Source: an optimization exercise on an open RTL-to-GDS flow (aim: small area and a short achievable clock period). Production flows keep margins and buffers that such runs may drop.
In this exercise RTL edits were held to simulation tests only and were not proved equivalent to the original.
No activity file was given, so power comes from the tool's default toggle rates.

==> job 7594: inputs <==
## systolic_2x2
module systolic_2x2 #(parameter DATA_TYPE = 3'b011) (
    input clk,
    input rst,
    input load_in,
    input [31:0] row_in_row0, row_in_row1,
    input [31:0] col_in_col0, col_in_col1,
    output [63:0] result_row00, result_row01, result_row10, result_row11,
    output carry_00, carry_01, carry_10, carry_11,
    output reg done,
    output reg valid_op
);
==> flow/config.mk <==
export PLATFORM = sky130hd
export DESIGN_NAME = systolic_2x2
export DESIGN_NICKNAME = systolic_2x2
export VERILOG_FILES = /design/flow/design.v
export SDC_FILE = /design/flow/constraint.sdc
export NUM_CORES = 8
export LEC_CHECK = 0
export CAP_MARGIN = 20
export CELL_PAD_IN_SITES_DETAIL_PLACEMENT = 1
export CORE_MARGIN = 2
export CORE_UTILIZATION = 35
export CTS_CLUSTER_DIAMETER = 70
export CTS_CLUSTER_SIZE = 24
export PLACE_DENSITY = 0.5
export SETUP_SLACK_MARGIN = 2.4
export SLEW_MARGIN = 60
==> flow/constraint.sdc <==
create_clock -name core_clock -period 5.0 [get_ports {clk}]
set_input_delay 1.0000 -clock core_clock [delete_from_list [all_inputs] [get_ports {clk}]]
set_output_delay 1.0000 -clock core_clock [all_outputs]
set_load 0.01 [all_outputs]
standard.sh (not shown) runs the stock make flow with config.mk's settings and CLKGATE_MAP_FILE= SYNTH_SCRIPT=/design/flow/synth_recipe.tcl, a recipe that flattens the netlist after the stock synthesis.
==> flow/flow/run.sh <==
#!/bin/bash
# Own layout flow: the standard flow, except in synthesis:
#  - the prefix adder modules (pfx_*) and the tree's full/half adder modules
#    (fa3, ha2) are kept apart until the design is flattened at the end;
#  - ABC maps the accumulator adder, the other prefix adders and the rest of the
#    design with the scripts named in MY_ABC_PLAN / MY_ABC_MAIN below.
#  - clock tree synthesis adds no dummy loads (CTS_ARGS below).
# Every register, and everything else, is the standard flow's.
set -euo pipefail
W=$(pwd)
F=$W/flow
KEEP="pfx_car33 pfx_add64pg pfx_sum65 fa3 ha2"
# CTS as the standard flow runs it (same clustering as config.mk), without the
# dummy loads it adds at the tree's leaves
CTS="-sink_clustering_enable -repair_clock_nets -sink_clustering_size 24 -sink_clustering_max_diameter 70 -dont_use_dummy_load"
# same make call as standard.sh, with our synthesis script in place of synth_recipe.tcl
sed -e "s#SYNTH_SCRIPT=[^ ]*synth_recipe.tcl#SYNTH_SCRIPT=$W/my_synth.tcl#" \
    -e "s#CLKGATE_MAP_FILE= #CLKGATE_MAP_FILE= 'SYNTH_KEEP_MODULES=$KEEP' 'CTS_ARGS=$CTS' #" standard.sh > my_standard.sh
grep -q "SYNTH_SCRIPT=$W/my_synth.tcl" my_standard.sh
grep -q "SYNTH_KEEP_MODULES=" my_standard.sh
grep -q "CTS_ARGS=" my_standard.sh
sed "s#@FLOW_SYNTH@#$W/synth_recipe.tcl#" $F/my_synth.tcl.in > $W/my_synth.tcl
export MY_FLOW=$F
export MY_ABC_PLAN="adder_fast.abc pfx_sum65 adder_fast.abc pfx_car33 adder.abc pfx_add64pg"
export MY_ABC_MAIN=main.abc
bash my_standard.sh synth > $W/synth.log 2>&1
bash my_standard.sh finish > $W/layout.log 2>&1
test -f out/final.def
==> flow/flow/adder.abc <==
strash
dch
map -D 1600
buffer -c
topo
upsize -c
dnsize -c
==> flow/flow/adder_fast.abc <==
strash
dch
map
buffer -c
topo
upsize -c
dnsize -c
==> flow/flow/main.abc <==
strash
dch
map -D 2000
buffer -c
topo
upsize -c
dnsize -c
==> flow/flow/my_synth.tcl.in <==
# synth_recipe.tcl, with other ABC scripts: the prefix adders first (the
# accumulator's with its own script), then the rest of the design
proc abc {args} {
  set i [lsearch -exact $args -script]
  foreach {script mods} $::env(MY_ABC_PLAN) {
    set a $args
    lset a [expr {$i + 1}] $::env(MY_FLOW)/$script
    puts "own flow: abc with $script on $mods"
    yosys abc {*}$a {*}$mods
  }
  set a $args
  lset a [expr {$i + 1}] $::env(MY_FLOW)/$::env(MY_ABC_MAIN)
  puts "own flow: abc with $::env(MY_ABC_MAIN) on the rest"
  yosys abc {*}$a
}
source @FLOW_SYNTH@
==> job 6580: changes against job 7594 <==
--- a/flow/flow/run.sh
+++ b/flow/flow/run.sh
@@ -13,5 +13,5 @@
 # CTS as the standard flow runs it (same clustering as config.mk), without the
 # dummy loads it adds at the tree's leaves
-CTS="-sink_clustering_enable -repair_clock_nets -sink_clustering_size 24 -sink_clustering_max_diameter 70 -dont_use_dummy_load"
+CTS="-sink_clustering_enable -repair_clock_nets -sink_clustering_size 28 -sink_clustering_max_diameter 80 -dont_use_dummy_load"
 # same make call as standard.sh, with our synthesis script in place of synth_recipe.tcl
 sed -e "s#SYNTH_SCRIPT=[^ ]*synth_recipe.tcl#SYNTH_SCRIPT=$W/my_synth.tcl#" \
--- a/flow/config.mk
+++ b/flow/config.mk
@@ -9,8 +9,8 @@
 export CELL_PAD_IN_SITES_DETAIL_PLACEMENT = 1
 export CORE_MARGIN = 2
-export CORE_UTILIZATION = 35
-export CTS_CLUSTER_DIAMETER = 70
-export CTS_CLUSTER_SIZE = 24
-export PLACE_DENSITY = 0.5
+export CORE_UTILIZATION = 45
+export CTS_CLUSTER_DIAMETER = 80
+export CTS_CLUSTER_SIZE = 28
+export PLACE_DENSITY = 0.55
 export SETUP_SLACK_MARGIN = 2.4
 export SLEW_MARGIN = 60
==> job 2357: changes against job 7594 <==
--- a/flow/flow/run.sh
+++ b/flow/flow/run.sh
@@ -13,5 +13,5 @@
 # CTS as the standard flow runs it (same clustering as config.mk), without the
 # dummy loads it adds at the tree's leaves
-CTS="-sink_clustering_enable -repair_clock_nets -sink_clustering_size 24 -sink_clustering_max_diameter 70 -dont_use_dummy_load"
+CTS="-sink_clustering_enable -repair_clock_nets -sink_clustering_size 28 -sink_clustering_max_diameter 80 -dont_use_dummy_load"
 # same make call as standard.sh, with our synthesis script in place of synth_recipe.tcl
 sed -e "s#SYNTH_SCRIPT=[^ ]*synth_recipe.tcl#SYNTH_SCRIPT=$W/my_synth.tcl#" \
--- a/flow/config.mk
+++ b/flow/config.mk
@@ -9,8 +9,8 @@
 export CELL_PAD_IN_SITES_DETAIL_PLACEMENT = 1
 export CORE_MARGIN = 2
-export CORE_UTILIZATION = 35
-export CTS_CLUSTER_DIAMETER = 70
-export CTS_CLUSTER_SIZE = 24
-export PLACE_DENSITY = 0.5
+export CORE_UTILIZATION = 45
+export CTS_CLUSTER_DIAMETER = 80
+export CTS_CLUSTER_SIZE = 28
+export PLACE_DENSITY = 0.55
 export SETUP_SLACK_MARGIN = 2.4
-export SLEW_MARGIN = 60
+export SLEW_MARGIN = 45
==> job 7693: changes against job 7594 <==
--- a/flow/flow/run.sh
+++ b/flow/flow/run.sh
@@ -13,5 +13,5 @@
 # CTS as the standard flow runs it (same clustering as config.mk), without the
 # dummy loads it adds at the tree's leaves
-CTS="-sink_clustering_enable -repair_clock_nets -sink_clustering_size 24 -sink_clustering_max_diameter 70 -dont_use_dummy_load"
+CTS="-sink_clustering_enable -repair_clock_nets -sink_clustering_size 28 -sink_clustering_max_diameter 80 -dont_use_dummy_load"
 # same make call as standard.sh, with our synthesis script in place of synth_recipe.tcl
 sed -e "s#SYNTH_SCRIPT=[^ ]*synth_recipe.tcl#SYNTH_SCRIPT=$W/my_synth.tcl#" \
--- a/flow/config.mk
+++ b/flow/config.mk
@@ -9,8 +9,8 @@
 export CELL_PAD_IN_SITES_DETAIL_PLACEMENT = 1
 export CORE_MARGIN = 2
-export CORE_UTILIZATION = 35
-export CTS_CLUSTER_DIAMETER = 70
-export CTS_CLUSTER_SIZE = 24
-export PLACE_DENSITY = 0.5
+export CORE_UTILIZATION = 52
+export CTS_CLUSTER_DIAMETER = 80
+export CTS_CLUSTER_SIZE = 28
+export PLACE_DENSITY = 0.62
 export SETUP_SLACK_MARGIN = 2.4
-export SLEW_MARGIN = 60
+export SLEW_MARGIN = 45
==> flow_summary_export.csv <==
group,metric,value,unit
status,status,"timing/DRC/antenna clean",
finish,final_cell_area,273000,sq um
finish,regArea,135000,sq um
pwr,power,116,mW
critical_path,worst_r2r_endpoint,"pe00.mul.p[42]",
critical_path,cp.arrival,3.52,ns
placed_design,dp.final_hpwl,508,mm
critical_path,cp_top_family,"simple AND/OR/NAND/NOR gates",
finish,nets,24900,
pwr,p_sw,35.7,mW
global_routing,use_met1,33.9,%
critical_path,crit_path_end,"pe00.mul.p[42]",
pwr,p_leak,120,nW
The numbers above come from job 2357.

==> flow_summary_export.csv <==
group,metric,value,unit
yosys,synth-adder-area-share,11.2,%
pwr,p_leak,119,nW
finish,multi_input_area,104000,sq um
pwr,power,115,mW
finish,n_antenna_cell,14,
critical_path,cp.arrival,3.62,ns
routing,top_layer_used,"met5",
finish,nets,24900,
finish,multi_input_area_share,38.5,%
global_routing,grt_pass1_vias,183000,
finish,buf_share,3.74,%
critical_path,worst_r2r_endpoint,"pe01.mul.r2_fs287",
placed_design,dp.final_hpwl,506,mm
finish,regArea,135000,sq um
finish,finalNonFillerCells,29600,
placed_design,post_dp_cell_area,256000,sq um
critical_path,crit_path_end,"pe01.mul.r2_fs287",
status,status,"timing/DRC/antenna clean",
timing,fin_setup_tns,0,ns
routing,wl_met1,294,mm
finish,fillCellCount,50100,
The numbers above come from job 7693.

==> flow_summary_export.csv <==
group,metric,value,unit
pwr,p_leak,120,nW
status,status,"timing/DRC/antenna clean",
finish,final_cell_area,273000,sq um
critical_path,crit_path_end,"pe01.mul.r2_fs303",
pwr,power,116,mW
global_routing,use_met1,33.7,%
clock_network,cts_buffers,341,
critical_path,cp.arrival,3.53,ns
finish,regArea,135000,sq um
clock_network,clk-insertion-delay-late,1.02,ns
critical_path,worst_r2r_endpoint,"pe01.mul.r2_fs303",
critical_path,cp_top_family,"adder cells",
The numbers above come from job 6580.

==> flow_summary_export.csv <==
group,metric,value,unit
critical_path,worst_r2r_endpoint,"pe10.mul.r2_fs307",
global_routing,use_met1,27.6,%
yosys,ys_seq_area_share,53.2,%
critical_path,cp_max_fo,10,
critical_path,crit_path_end,"pe10.mul.r2_fs307",
finish,regArea,135000,sq um
finish,multi_input_cells,13800,
finish,nClkBuffers,440,
critical_path,cp_top_family,"adder cells",
yosys,ys_warn_count,6,
pwr,power,120,mW
floorplanning,fp.dieW,848,um
pwr,p_sw,36.7,mW
critical_path,cp.arrival,3.58,ns
status,status,"timing/DRC/antenna clean",
finish,final_cell_area,280000,sq um
placed_design,dp.final_hpwl,529,mm
The numbers above come from job 7594.

## separate check: timing with driven ports
No port has a modelled driver above. Below, the same layouts with a new extraction and two added sets of constraints.
Step 1 sets driving cells, clkbuf_16 on the clock port and buf_2 on the other inputs (assumed; they add their load-dependent delay and slew).
Step 2 also shifts input and output timing later by t, the mid clock arrival at the registers, as if the neighbouring blocks saw the same clock.
Slacks: ideal / step 1 / step 2; pairs: ideal / step 1.
run	t, ns	setup slack, ns	worst hold slack (ns)
job 7594	1.163	2.316 / 2.218 / 1.653	0.235 / 0.235 / 0.235
job 6580	1.115	2.323 / 2.304 / 1.662	0.262 / 0.262 / 0.262
job 2357	1.112	2.363 / 2.268 / 1.646	0.244 / 0.244 / 0.244
job 7693	1.123	2.285 / 2.259 / 1.755	0.260 / 0.260 / 0.260
After both steps every run listed still meets setup and hold. For job 2357, which loses most, drivers alone change the setup slack by -0.095 ns; drivers and shift together by -0.717 ns.
